Source: an optimization exercise on an open RTL-to-GDS flow (aim: small area, a short achievable clock period and few clock cycles per item). Production flows keep margins and buffers that such runs may drop.
At most, simulation tests tie the RTL to the original design; equivalence was not proved.
Only the layout flow was run in run 3; the RTL was not checked for function there.
Power figures rest on the tool's default switching activity, not on a simulated workload.

$ cat design/flow/flow/run.sh
#!/bin/bash
# Standard layout, except:
# - ABC maps the logic with flow/area.abc (area-oriented) instead of the speed script;
#   everything else in synthesis is the standard script (synth_recipe.tcl), so the
#   registers and their names are the standard synthesis's;
# - the smallest buffer on each input and output port;
# - timing repair aimed at a setup slack well beyond the required 0.
set -euo pipefail
W=$PWD
export BUFFER_PORTS_ARGS="-buffer_cell sky130_fd_sc_hd__buf_1"
export SETUP_SLACK_MARGIN=6.9
export CTS_ARGS="-sink_clustering_enable -repair_clock_nets -dont_use_dummy_load"
export MY_ABC_SCRIPT=$W/flow/area.abc
export FLOW_SYNTH_TCL=$W/synth_recipe.tcl
sed "s#SYNTH_SCRIPT=[^ ]*#SYNTH_SCRIPT=$W/flow/my_synth.tcl#" standard.sh > my_standard.sh
grep -q "SYNTH_SCRIPT=$W/flow/my_synth.tcl" my_standard.sh
bash my_standard.sh > standard_make.log 2>&1
$ cat design/flow/flow/area.abc
strash
&get -n
&dch -f
&nf -R 1000
&put
topo
$ cat design/flow/flow/my_synth.tcl
# The standard synthesis, with its ABC mapping script replaced by the one in MY_ABC_SCRIPT.
proc abc {args} {
  set i [lsearch -exact $args -script]
  if { $i >= 0 && [info exists ::env(MY_ABC_SCRIPT)] } {
    set args [lreplace $args [expr {$i + 1}] [expr {$i + 1}] $::env(MY_ABC_SCRIPT)]
  }
  yosys abc {*}$args
}
source $::env(FLOW_SYNTH_TCL)
$ cat design/flow/standard.sh
#!/bin/bash
# synth_recipe.tcl (not shown) runs the flow's synth.tcl, then flattens the netlist and writes it again
# the make line also repeats each setting of config.mk as NAME=value (left out here)
make -C /OpenROAD-flow-scripts/flow DESIGN_CONFIG=/design/flow/config.mk WORK_HOME=/design/flow/orfs CLKGATE_MAP_FILE= SYNTH_SCRIPT=/design/flow/synth_recipe.tcl "${@:-finish}"
$ cat design/flow/config.mk
export PLATFORM = sky130hd
export DESIGN_NAME = SQRT
export DESIGN_NICKNAME = SQRT
export VERILOG_FILES = /design/flow/design.v
export SDC_FILE = /design/flow/constraint.sdc
export NUM_CORES = 4
export LEC_CHECK = 0
export CAP_MARGIN = 20
export CORE_MARGIN = 2
export CORE_UTILIZATION = 60
export SLEW_MARGIN = 20
$ cat design/flow/constraint.sdc
create_clock -name core_clock -period 10.0 [get_ports {CLK}]
set_input_delay 2.0000 -clock core_clock [delete_from_list [all_inputs] [get_ports {CLK}]]
set_output_delay 2.0000 -clock core_clock [all_outputs]
set_load 0.01 [all_outputs]
$ cat design/flow/design.v
module SQRT(
	RST,
	CLK,
	IN_VALID,
	IN,
	OUT_VALID,
	OUT
);
input CLK;
input RST;
input [15:0] IN;
input IN_VALID;
output [11:0] OUT;
output OUT_VALID;
reg OUT_VALID;
reg [13:0] G;       
reg [2:0] L;        
reg [13:0] E;       
reg formP;          
reg cin;            
wire idle = ~E[0];
reg [12:0] hot;
reg run;
integer i;
always @(*) begin
	run = 1'b1;
	for (i = 0; i < 13; i = i + 1) begin
		run = run & E[i];
		hot[i] = run & ~E[i+1];
	end
end
wire last = hot[0];
wire [12:0] B = E[13:1];
wire [14:0] sum = {1'b0, G} + {2'b01, ~B} + {14'd0, cin};
wire acc = sum[14];
wire xbit = L[2] ^ ~(L[1] | L[0]);   
wire inbit = (formP | acc) ? xbit : L[2];
wire [13:0] rem = acc ? sum[13:0] : G;
wire big = (&IN[15:4]) & (|IN[3:0]);
always @(posedge CLK) begin
	if (idle) begin
		G <= big ? 14'd0 : {1'b0, IN[15:3]};
		L <= big ? 3'd0 : IN[2:0];
		formP <= 1'b0;
		cin <= |IN[2:0];
	end else begin
		cin <= formP | acc | (|L[1:0]);
		G <= {rem[12:0], inbit};
		L <= {L[1:0], 1'b0};
		formP <= formP | acc;
	end
end
always @(posedge CLK) begin
	if (RST)
		E[0] <= 1'b0;
	else if (IN_VALID)
		E[0] <= 1'b1;
	else if (hot[0])
		E[0] <= 1'b0;
	for (i = 1; i < 14; i = i + 1) begin
		if (IN_VALID)
			E[i] <= (i < 12);
		else if (i >= 2 && hot[i-2])
			E[i] <= acc;
		else if (i < 13 && hot[i])
			E[i] <= 1'b0;
	end
end
assign OUT = E[13:2];
always @(posedge CLK) begin
	if (RST)
		OUT_VALID <= 1'b0;
	else
		OUT_VALID <= last;
end
endmodule
==> out/results.ini, run 1 <==
[status]
status=timing/DRC/antenna clean

[cells_and_area]
multi_input_area_um2=1050
design_area_um2=1990
mostFrequentLayoutCell=o21ai_0
filler_cell_count=280
mostFrequentLayoutCells=o21ai_0 (35), dfxtp_1 (34), nand2_1 (33)
fin_nets=299
syn_to_final_growth_pct=6.36
drive_above_1_share_pct=3.03
regArea_um2=681
diodes=0

[routing]
wl_per_cell_um=13.0
viasPerCell=5.73
totalWireLength_um=3860
drtPass1Iterations=4
drt_iter0_drc=73
drc=0
postRouteAntennaNets=0
via_count=1702

[place]
place_area_um2=1940
hpwl_um=2960
portBuffers=31
place.gp.congestion=0.818

[power_and_ir_drop]
p_per_area_nw_per_um2=160
peakVddDrop_mv=0.0965
p_leak_uw=0.000809

[logic_synthesis]
synth_ff_type=dfxtp_1
synth_top_area_share_pct=36.4
synth_edf_count=0
synth_nets=273
ys_warn_count=3
syn-cell-area_um2=1870
synth.distinct_cells=27
avgSynthCellArea_um2=7.78
synthArstFlopShare_pct=0
yosysSeqAreaShare_pct=36.4
yosysTopAreaCell=dfxtp_1
synth_area_leaders=dfxtp_1 (36%), o21ai_0 (9.9%), ha_1 (8.0%)
syn_inst=240
ys_seq_elements=34

[worst_setup_path]
cp.buffers_inverters=1
r2r-end=G[10]
reg2reg_depth=13
cp_top_family=flip-flops
crit_arrival_ns=0.93
critPathMaxStageDelay_ns=0.43
r2r_slack_ns=7.14
crit_path_cell_trace=buf_1
cp-end-kind=output port
cp_max_fo=5
cp_slowest_cell=dfxtp_1
cp-start-kind=flop
critical_path_class=reg2out
rr_startpoint=E[1]
cp.required_ns=8.00

[global_route]
overflow=0
grt_max_degree=25
grt_pass1_vias=1578
antenna_found_initial=0
gr-usage-met2_pct=41.3
use_met3_pct=4.33
track_usage_pct=24.2
met1_usage_pct=29.7
gr-max-usage-layer=met2
grt_pass1_wl_um=6550

[clocking]
path_clk_slew_ns=0.09
tritoncts=yes
post_cts_buffers=0
cts_buffer_depth=2
htreeDepth=2
cts_root_buf=clkbuf_4
worstSkewPairLatency_ns=0.33
cts_num_sinks=34
cts_buffers=5

[min_path]
hp-class=reg2reg
hp-start=E[1]
min_path_cells=2
hold_path_end=E[1]

[timing]
relSlewSlack_pct=53.3
setup_violations=0
finalHoldViolCount=0
max_clock_freq_mhz=341
fin_skew_ns=0.0166
rsz0062_at_grt=false
finalSetupTns_ns=0
period_needed_ns=2.93
slew_violations=0
finalCritPeriodShare_pct=29.3
worst_pin_slew_ns=0.700

[floorplanning]
io_pins=32
chipHeight_um=59.8
fp.dieW_um=59.8
dieArea_um2=3580
row_count=20
core_area_um2=3000
start_util_pct=62.2

[flow_run]
cap_viol_max_count=0

-- cells in the mapped netlist (3+ instances only) --
library cell  number
o21ai_0           37
dfxtp_1           34
nand2_1           34
nor2_1            24
clkinv_1          17
a21oi_1           13
buf_4             12
ha_1              12
nand3_1           10
a31oi_1            9
xor2_1             5
nand4_1            4
a22o_1             3
and2_0             3
nor3_1             3
nor4_1             3
xnor2_1            3
-- tightest hold or removal path: stages, from the launching register on --
cell and delay (ns):
dfxtp_1 0.35, nand2_1 0.07, nand2_1 0.05
-- metal layers --
metal | part of all wire [%] | up-vias
met5 | 0 | -
met2 | 51 | 35
met4 | 1.1 | 0
met1 | 44 | 759
met3 | 4.2 | 6
li1 | - | 902
-- timing repair --
| item | 4_1_cts | 5_1_grt |
|---|---|---|
| endpoints found under the setup margin | 24 | 12 |
| hold buffers | 0 | 0 |
| pin swaps | 0 | 0 |
| resized for setup | 3 | 5 |
-- metrics by stage --
stage | hold WS [ns] | worst slack (ns) | total power, uW | cells | util (%)
final | 0.504 | 7.07 | 319 | 297 | 66.2
after global routing | 0.520 | 6.90 | 342 | 297 | 66.2
after CTS | 0.502 | 6.91 | 319 | 297 | 65.9
after detailed placement | 0.488 | 6.58 | 254 | 292 | 64.5
after global placement | 0.478 | 6.66 | 253 | 292 | 64.5
after floorplan | 0.460 | 7.06 | 230 | 240 | -
-- sequential cells by signal, indices dropped and copies added (netlist names) --
name,cells
L,3
G,14
E,14
cin,1
formP,1
OUT_VALID,1
-- cell families after synthesis --
kind of cell               count (synthesis)  synth area share [%]
AOI/OAI and AO/OA                         71                  21.9
xor gates and xnor gates                   8                  3.75
adders and majority gates                 14                  10.2
buffers and inverters                     29                  8.24
DFF                                       34                  36.4
and+or+nand+nor                           84                  19.5
-- area by class of cell --
| cell class | count | share of cell area, % |
|---|---|---|
| repair buffers | 31 | 5.86 |
| inverters | 17 | 3.21 |
| flip-flops and latches | 34 | 34.3 |
| multi-input cells | 177 | 52.7 |
| clock buffers | 5 | 1.89 |
| well taps | 33 | 2.08 |
-- report_power, final --
group / switching, uW / internal [uW]
combinational: 58.5 / 34.8
clock: 39.8 / 23.5
sequential: 11.9 / 150
total: 110 / 208
-- how the worst max path moves through the flow --
stage / start / to / slack, ns / depth (start not counted)
floorplan: IN[1] / G[2] / 7.06 / 4
global placement: E[1] / G[10] / 6.66 / 13
detailed placement: E[1] / G[10] / 6.58 / 13
CTS: E[1] / G[10] / 6.91 / 13
global route: E[1] / G[0] / 6.90 / 16
finish: E[2] / OUT[0] / 7.07 / 1
Testbench counts, summed over its fixed seeds: cycles 41,608, items 3,200.
==> run 2, diff against run 1 <==
--- a/design/flow/flow/run.sh
+++ b/design/flow/flow/run.sh
@@ -9,7 +9,7 @@
 W=$PWD
 export BUFFER_PORTS_ARGS="-buffer_cell sky130_fd_sc_hd__buf_1"
 export SETUP_SLACK_MARGIN=6.9
-export CTS_ARGS="-sink_clustering_enable -repair_clock_nets -dont_use_dummy_load"
+export CTS_ARGS="-sink_clustering_enable -repair_clock_nets -dont_use_dummy_load -sink_clustering_size 50 -sink_clustering_max_diameter 200 -root_buf sky130_fd_sc_hd__clkbuf_8 -buf_list sky130_fd_sc_hd__clkbuf_8"
 export MY_ABC_SCRIPT=$W/flow/area.abc
 export FLOW_SYNTH_TCL=$W/synth_recipe.tcl
 sed "s#SYNTH_SCRIPT=[^ ]*#SYNTH_SCRIPT=$W/flow/my_synth.tcl#" standard.sh > my_standard.sh
==> out/results.ini, run 2 <==
[status]
status=timing/DRC/antenna clean

[routing]
drt_iter0_drc=53  ; -27%
totalWireLength_um=3890  ; +0.78%
via_count=1712  ; +0.59%
drtPass1Iterations=4  ; unchanged
drc=0  ; unchanged
wl_per_cell_um=13.1  ; +0.78%
postRouteAntennaNets=0  ; unchanged
viasPerCell=5.76  ; +0.59%

[logic_synthesis]
ys_seq_elements=34  ; unchanged
avgSynthCellArea_um2=7.78  ; unchanged
ys_warn_count=3  ; unchanged
synth_most_common_cell=o21ai_0
synth_edf_count=0  ; unchanged
synth_nets=273  ; unchanged
yosysSeqAreaShare_pct=36.4  ; unchanged
synth.distinct_cells=27  ; unchanged
syn_inst=240  ; unchanged
synthArstFlopShare_pct=0  ; unchanged
synth_common_cells=o21ai_0 (37), dfxtp_1 (34), nand2_1 (34)
syn-cell-area_um2=1870  ; unchanged
synth_top_area_share_pct=36.4  ; unchanged
synth_area_leaders=dfxtp_1 (36%), o21ai_0 (9.9%), ha_1 (8.0%)
yosysTopAreaCell=dfxtp_1
synth_ff_type=dfxtp_1

[worst_setup_path]
cp.buffers_inverters=1  ; unchanged
cp-end-kind=flop
cp.required_ns=10.17  ; +2.17 ns
critPathMaxStageDelay_ns=0.46  ; +0.03 ns
cp_max_fo=16  ; +11
crit_path_cell_trace=buf_1 > nand4_1 > nor4_1 > nor2_4 > a22o_1
cp_top_family=simple AND/OR/NAND/NOR gates
crit_arrival_ns=3.10  ; +2.17 ns
critical_path_class=in2reg
cp_slowest_cell=nor4_1
cp-start-kind=primary input

[cells_and_area]
design_area_um2=2020  ; +1.8%
syn_to_final_growth_pct=8.31
fin_cells=297  ; unchanged
largest_registers=E x14, G x14, L x3
filler_cell_count=279  ; -0.36%
mostFrequentLayoutCell=o21ai_0
drive_above_1_share_pct=3.03  ; unchanged
mostFrequentLayoutCells=o21ai_0 (35), dfxtp_1 (34), nand2_1 (33)
diodes=0  ; unchanged
fin_nets=299  ; unchanged
final_core_util_pct=67.4  ; +1.2 points

[timing]
finalCritPeriodShare_pct=29.3  ; about the same
period_needed_ns=2.93  ; +0.0000300 ns
slew_violations=0  ; unchanged
relSlewSlack_pct=50.7  ; -2.5 points
fin_skew_ns=0.0106  ; -0.00599 ns
setup_violations=0  ; unchanged
max_clock_freq_mhz=341  ; about the same
worst_pin_slew_ns=0.738  ; +0.0379 ns
finalHoldViolCount=0  ; unchanged
holdWs_ns=0.498  ; -0.00671 ns
rsz0062_at_grt=false
finalSetupTns_ns=0  ; unchanged

[floorplanning]
start_util_pct=62.2  ; unchanged
row_count=20  ; unchanged
fp.dieW_um=59.8  ; unchanged
core_area_um2=3000  ; unchanged
io_pins=32  ; unchanged
dieArea_um2=3580  ; unchanged
chipHeight_um=59.8  ; unchanged

[power_and_ir_drop]
p_per_area_nw_per_um2=169  ; +5.7%
p_leak_uw=0.000824  ; +1.8%
peakVddDrop_mv=0.0865  ; -10%

[clocking]
post_cts_buffers=0  ; unchanged
path_clk_slew_ns=0.06  ; -0.03 ns
cts_root_buf=clkbuf_8
worstSkewPairLatency_ns=0.28  ; -0.05 ns
cts_buffers=5  ; unchanged
htreeDepth=2  ; unchanged
cts_buffer_depth=2  ; unchanged
tritoncts=yes
holdBufCountCts=0  ; unchanged
cts_num_sinks=34  ; unchanged

[place]
hpwl_um=2960  ; unchanged
dp.cells=292  ; unchanged
place.gp.congestion=0.818  ; unchanged
portBuffers=31  ; unchanged
place_area_um2=1940  ; unchanged

[flow_run]
cap_viol_max_count=0  ; unchanged

[global_route]
antenna_found_initial=0  ; unchanged
grt_max_degree=25  ; unchanged
overflow=0  ; unchanged
track_usage_pct=24.2  ; unchanged
grt_pass1_vias=1565  ; -0.82%
grt_pass1_wl_um=6540  ; -0.11%

[min_path]
hp-class=reg2reg

run 2: cell counts after synthesis:
No cell type changed its count.
run 2: per-layer routing:
metal / GRT usage, % / share of wire [%] / up-vias
li1: - / - / 902
met1: 29.7 / 43 / 770
met2: 41.3 / 52 / 38
met3: 5.63 / 4.6 / 2
met4: 7.94 / 0.46 / 0
met5: 0 / 0 / -
run 2: worst register-to-register path, cell delays in order (launching register included):
cell	delay (ns)
dfxtp_1	0.34
clkinv_1	0.08
fa_1	0.19
clkinv_1	0.08
fa_1	0.41
o21ai_1	0.22
nand3_1	0.11
nand2_1	0.13
a21oi_1	0.12
o21ai_1	0.18
nand2_1	0.15
and2_4	0.27
a311oi_1	0.35
o21ai_0	0.14
run 2: final timing paths:
| kind | start | endpoint | slack (ns) | cells after the start |
|---|---|---|---|---|
| min | E[1] | E[1] | 0.50 | 2 |
| max reg2reg | E[1] | G[10] | 7.11 | 13 |
| min reg2reg | E[1] | E[1] | 0.50 | 2 |
| max | IN[14] | G[2] | 7.07 | 5 |
run 2: metrics by stage:
step / power [uW] / setup slack (ns)
global route: 367 / 6.90
CTS: 344 / 6.90
global placement: 253 / 6.66
detailed placement: 254 / 6.58
finish: 343 / 7.07
floorplan: 230 / 7.06
run 2: area by class of cell:
class                           count  area [um^2]  share of cell area (%)
Clock buffer                        5         68.8                    3.40
Inverter                           17         63.8                    3.15
Multi-Input combinational cell    177         1050                    52.0
Sequential cell                    34          681                    33.6
Tap cell                           33         41.3                    2.04
Timing Repair Buffer               31          116                    5.75
run 2: power breakdown:
group	total, uW	switching, uW	internal (uW)	leakage, uW
sequential	162	11.9	150	0.000282
combinational	93.6	58.8	34.9	0.000506
clock	86.8	42.0	44.7	0.0000359
run 2: what timing repair did:
action                     in CTS  in global routing
cloned                          0                  0
resized for setup               3                  6
setup endpoints to repair      24                 14
hold endpoints to repair        0                  0
run 2: cells by family (layout without fill, tap and decap cells):
group           after synthesis  count (layout)  synth area share, %
simple gates                 84              84                 19.5
buf+inv                      29              53                 8.24
xor+xnor                      8               8                 3.75
fa+ha+maj                    14              14                 10.2
compound gates               71              71                 21.9
flops                        34              34                 36.4
==> run 3, diff against run 2 <==
--- a/design/flow/design.v
+++ b/design/flow/design.v
@@ -18,6 +18,7 @@
 reg [13:0] E;       
 reg formP;          
 reg cin;            
+reg flag;           
 wire idle = ~E[0];
 reg [12:0] hot;
 reg run;
@@ -36,11 +37,12 @@
 wire xbit = L[2] ^ ~(L[1] | L[0]);   
 wire inbit = (formP | acc) ? xbit : L[2];
 wire [13:0] rem = acc ? sum[13:0] : G;
-wire big = (&IN[15:4]) & (|IN[3:0]);
+wire big = hot[11] ? (&G[12:1]) & (G[0] | (|L)) : flag;
 always @(posedge CLK) begin
+	flag <= big;
 	if (idle) begin
-		G <= big ? 14'd0 : {1'b0, IN[15:3]};
-		L <= big ? 3'd0 : IN[2:0];
+		G <= {1'b0, IN[15:3]};
+		L <= IN[2:0];
 		formP <= 1'b0;
 		cin <= |IN[2:0];
 	end else begin
@@ -61,7 +63,7 @@
 		if (IN_VALID)
 			E[i] <= (i < 12);
 		else if (i >= 2 && hot[i-2])
-			E[i] <= acc;
+			E[i] <= acc & ~big;
 		else if (i < 13 && hot[i])
 			E[i] <= 1'b0;
 	end
--- a/design/flow/flow/run.sh
+++ b/design/flow/flow/run.sh
@@ -8,8 +8,7 @@
 set -euo pipefail
 W=$PWD
 export BUFFER_PORTS_ARGS="-buffer_cell sky130_fd_sc_hd__buf_1"
-export SETUP_SLACK_MARGIN=6.9
-export CTS_ARGS="-sink_clustering_enable -repair_clock_nets -dont_use_dummy_load -sink_clustering_size 50 -sink_clustering_max_diameter 200 -root_buf sky130_fd_sc_hd__clkbuf_8 -buf_list sky130_fd_sc_hd__clkbuf_8"
+export SETUP_SLACK_MARGIN=7.1
 export MY_ABC_SCRIPT=$W/flow/area.abc
 export FLOW_SYNTH_TCL=$W/synth_recipe.tcl
 sed "s#SYNTH_SCRIPT=[^ ]*#SYNTH_SCRIPT=$W/flow/my_synth.tcl#" standard.sh > my_standard.sh
==> out/results.ini, run 3 <==
[status]
status=timing/DRC/antenna clean

[power_and_ir_drop]
p_leak_uw=0.000952  ; +16%
p_per_area_nw_per_um2=171  ; +1.0%
peakVddDrop_mv=0.103  ; +19%

[worst_setup_path]
reg2reg_depth=14  ; +1
cp-start-kind=flop
cp_max_fo=3  ; -13
cp_slowest_cell=dfxtp_2
crit_arrival_ns=0.86  ; -2.24 ns
cp_top_family=flip-flops
worst-path-stages=1  ; -4
crit_path_cell_trace=clkbuf_2
cp.buffers_inverters=1  ; unchanged
critPathMaxStageDelay_ns=0.38  ; -0.08 ns
critical_path_class=reg2out
cp.required_ns=8.00  ; -2.17 ns
cp-end-kind=output port

[clocking]
htreeDepth=2  ; unchanged
cts_buffers=5  ; unchanged
worstSkewPairLatency_ns=0.35  ; +0.07 ns
cts_buffer_depth=2  ; unchanged
path_clk_slew_ns=0.11  ; +0.05 ns
holdBufCountCts=0  ; unchanged
cts_root_buf=clkbuf_4
tritoncts=yes
cts_num_sinks=35  ; +2.9%

[logic_synthesis]
synth_edf_count=0  ; unchanged
ys_seq_elements=35  ; +2.9%
synth.distinct_cells=28  ; +3.7%
synth_common_cells=dfxtp_1 (35), clkinv_1 (31), o21ai_0 (27)
ys_warn_count=3  ; unchanged
synth_nets=273  ; unchanged
synth_ff_type=dfxtp_1
yosysTopAreaCell=dfxtp_1
synth_area_leaders=dfxtp_1 (36%), ha_1 (8.3%), o21ai_0 (6.9%)
yosysSeqAreaShare_pct=36.0  ; -0.47 points
syn_inst=239  ; -0.42%
syn-cell-area_um2=1950  ; +4.3%
avgSynthCellArea_um2=8.15  ; +4.7%
synth_most_common_cell=dfxtp_1
synthArstFlopShare_pct=0  ; unchanged
synth_top_area_share_pct=36.0  ; -0.47 points

[global_route]
grt_pass1_vias=1564  ; -0.064%
track_usage_pct=23.5  ; -0.69 points
overflow=0  ; unchanged
antenna_found_initial=0  ; unchanged
grt_pass1_wl_um=6440  ; -1.5%
grt_max_degree=37  ; +48%

[min_path]
min_path_cells=1  ; -1
hp-class=reg2reg

[place]
portBuffers=31  ; unchanged
hpwl_um=2910  ; -1.6%
place.gp.congestion=0.821  ; +0.33%

[cells_and_area]
fin_nets=314  ; +5.0%
largest_registers=E x14, G x14, L x3
final_core_util_pct=76.3  ; +8.9 points
mostFrequentLayoutCells=clkinv_1 (30), o21ai_0 (25), dfxtp_1 (20), nor2_1 (20), buf_1 (19)
mostFrequentLayoutCell=clkinv_1
syn_to_final_growth_pct=20.5
drive_above_1_share_pct=22.4  ; +19 points
diodes=0  ; unchanged

[timing]
period_needed_ns=2.86  ; -0.0712 ns
slew_violations=0  ; unchanged
worst_pin_slew_ns=0.596  ; -0.142 ns
max_clock_freq_mhz=349  ; +2.5%
fin_skew_ns=0.0117  ; +0.00111 ns
setup_violations=0  ; unchanged
finalHoldViolCount=0  ; unchanged
finalSetupTns_ns=0  ; unchanged
finalCritPeriodShare_pct=28.6  ; -0.71 points
relSlewSlack_pct=60.3  ; +9.5 points
rsz0062_at_grt=false

[floorplanning]
row_count=20  ; unchanged
io_pins=32  ; unchanged
dieArea_um2=3720  ; +4.0%
core_area_um2=3080  ; +2.5%
start_util_pct=63.3  ; +1.1 points
fp.dieW_um=61.0  ; +2.0%
chipHeight_um=61.0  ; +2.0%

[routing]
drtPass1Iterations=4  ; unchanged
viasPerCell=5.50  ; -4.6%
via_count=1787  ; +4.4%
postRouteAntennaNets=0  ; unchanged
wl_per_cell_um=13.0  ; -0.50%
drt_iter0_drc=146  ; +180%
totalWireLength_um=4230  ; +8.9%
drc=0  ; unchanged

[flow_run]
cap_viol_max_count=0  ; unchanged

-- run 3: per-layer routing --
| layer | vias to the layer above | track usage [%] | share of wire [%] |
|---|---|---|---|
| met5 | - | 0 | 0 |
| met4 | 0 | 10.6 | 3.0 |
| met3 | 12 | 5.33 | 2.6 |
| met2 | 32 | 40.4 | 49 |
| met1 | 827 | 27.8 | 45 |
| li1 | 916 | - | - |
-- run 3: logic make-up (layout without fill, tap and decap cells) --
group                      after synthesis  after routing  share of synthesized area [%]
AOI/OAI and AO/OA                       72             72                           21.6
xor gates and xnor gates                11             11                           4.95
adders and majority gates               15             15                           10.4
buffers and inverters                   43             85                           10.6
DFF                                     35             35                           36.0
muxes                                    5              5                           2.83
and+or+nand+nor                         58             58                           13.6
-- run 3: metrics by stage --
| stage | setup slack, ns | instance area [um^2] | power (uW) | hold WS (ns) | cells |
|---|---|---|---|---|---|
| final | 7.14 | 2350 | 402 | 0.471 | 325 |
| after detailed placement | 6.73 | 2060 | 293 | 0.449 | 302 |
| after global placement | 6.81 | 2060 | 292 | 0.442 | 302 |
| after CTS | 7.10 | 2240 | 392 | 0.476 | 319 |
| after floorplan | 7.12 | 1980 | 267 | 0.434 | 239 |
| after global routing | 7.10 | 2350 | 427 | 0.495 | 325 |
-- run 3: path summary, 6_finish.rpt --
check | start | end | slack (ns)
setup / recovery | E[12] | OUT[10] | 7.14
hold / removal | flag | flag | 0.47
setup reg to reg | G[0] | G[2] | 7.21
hold reg to reg | flag | flag | 0.47
-- run 3: cell type report --
type	count	area (um^2)
clock buffer	5	37.5
multi-input combinational	161	1120
tap	44	55.1
timing repair buffer	46	264
sequential	35	734
inverter	31	118
clock inverter	3	15.0
fill	245	731
-- run 3: power breakdown --
| group | total, uW | internal, uW | switching (uW) |
|---|---|---|---|
| logic | 154 | 72.8 | 81.1 |
| registers | 174 | 156 | 17.4 |
| clock network | 74.1 | 26.1 | 47.9 |
-- run 3: repair_timing --
action                     CTS  global route
resized for setup           20            23
setup buffers                8             6
setup endpoints to repair   36            38
cloned                       1             0
pin swaps                    6             8

-- re-timing with driven ports --
No port has a modelled driver above. Below, the same layouts with a new extraction and two added sets of constraints.
Step 1: set_driving_cell puts a clkbuf_16 on CLK and a buf_2 on each other input, an assumption about the parent block.
Step 2 times the ports against the registers' clock, not the clock port: input delays grow and output delays shrink by t, the midpoint of the rising clock arrivals with the driver on.
a / b / c = ideal ports / drivers / drivers and shift; a / b = the first two.
| run | shift t [ns] | slack for setup (ns) | slew at the worst register clock pin (ns) | worst data-port slew with drivers (ns) |
|---|---|---|---|---|
| run 1 | 0.340 | 7.067 / 7.046 / 6.779 | 0.10 / 0.10 | 0.03 |
| run 2 | 0.296 | 7.067 / 7.069 / 6.773 | 0.07 / 0.07 | 0.03 |
| run 3 | 0.361 | 7.138 / 7.116 / 7.211 | 0.11 / 0.11 | 0.03 |
After both steps every run listed still meets setup and hold. For run 2, which loses most, drivers alone change the setup slack by +0.002 ns; drivers and shift together by -0.294 ns.
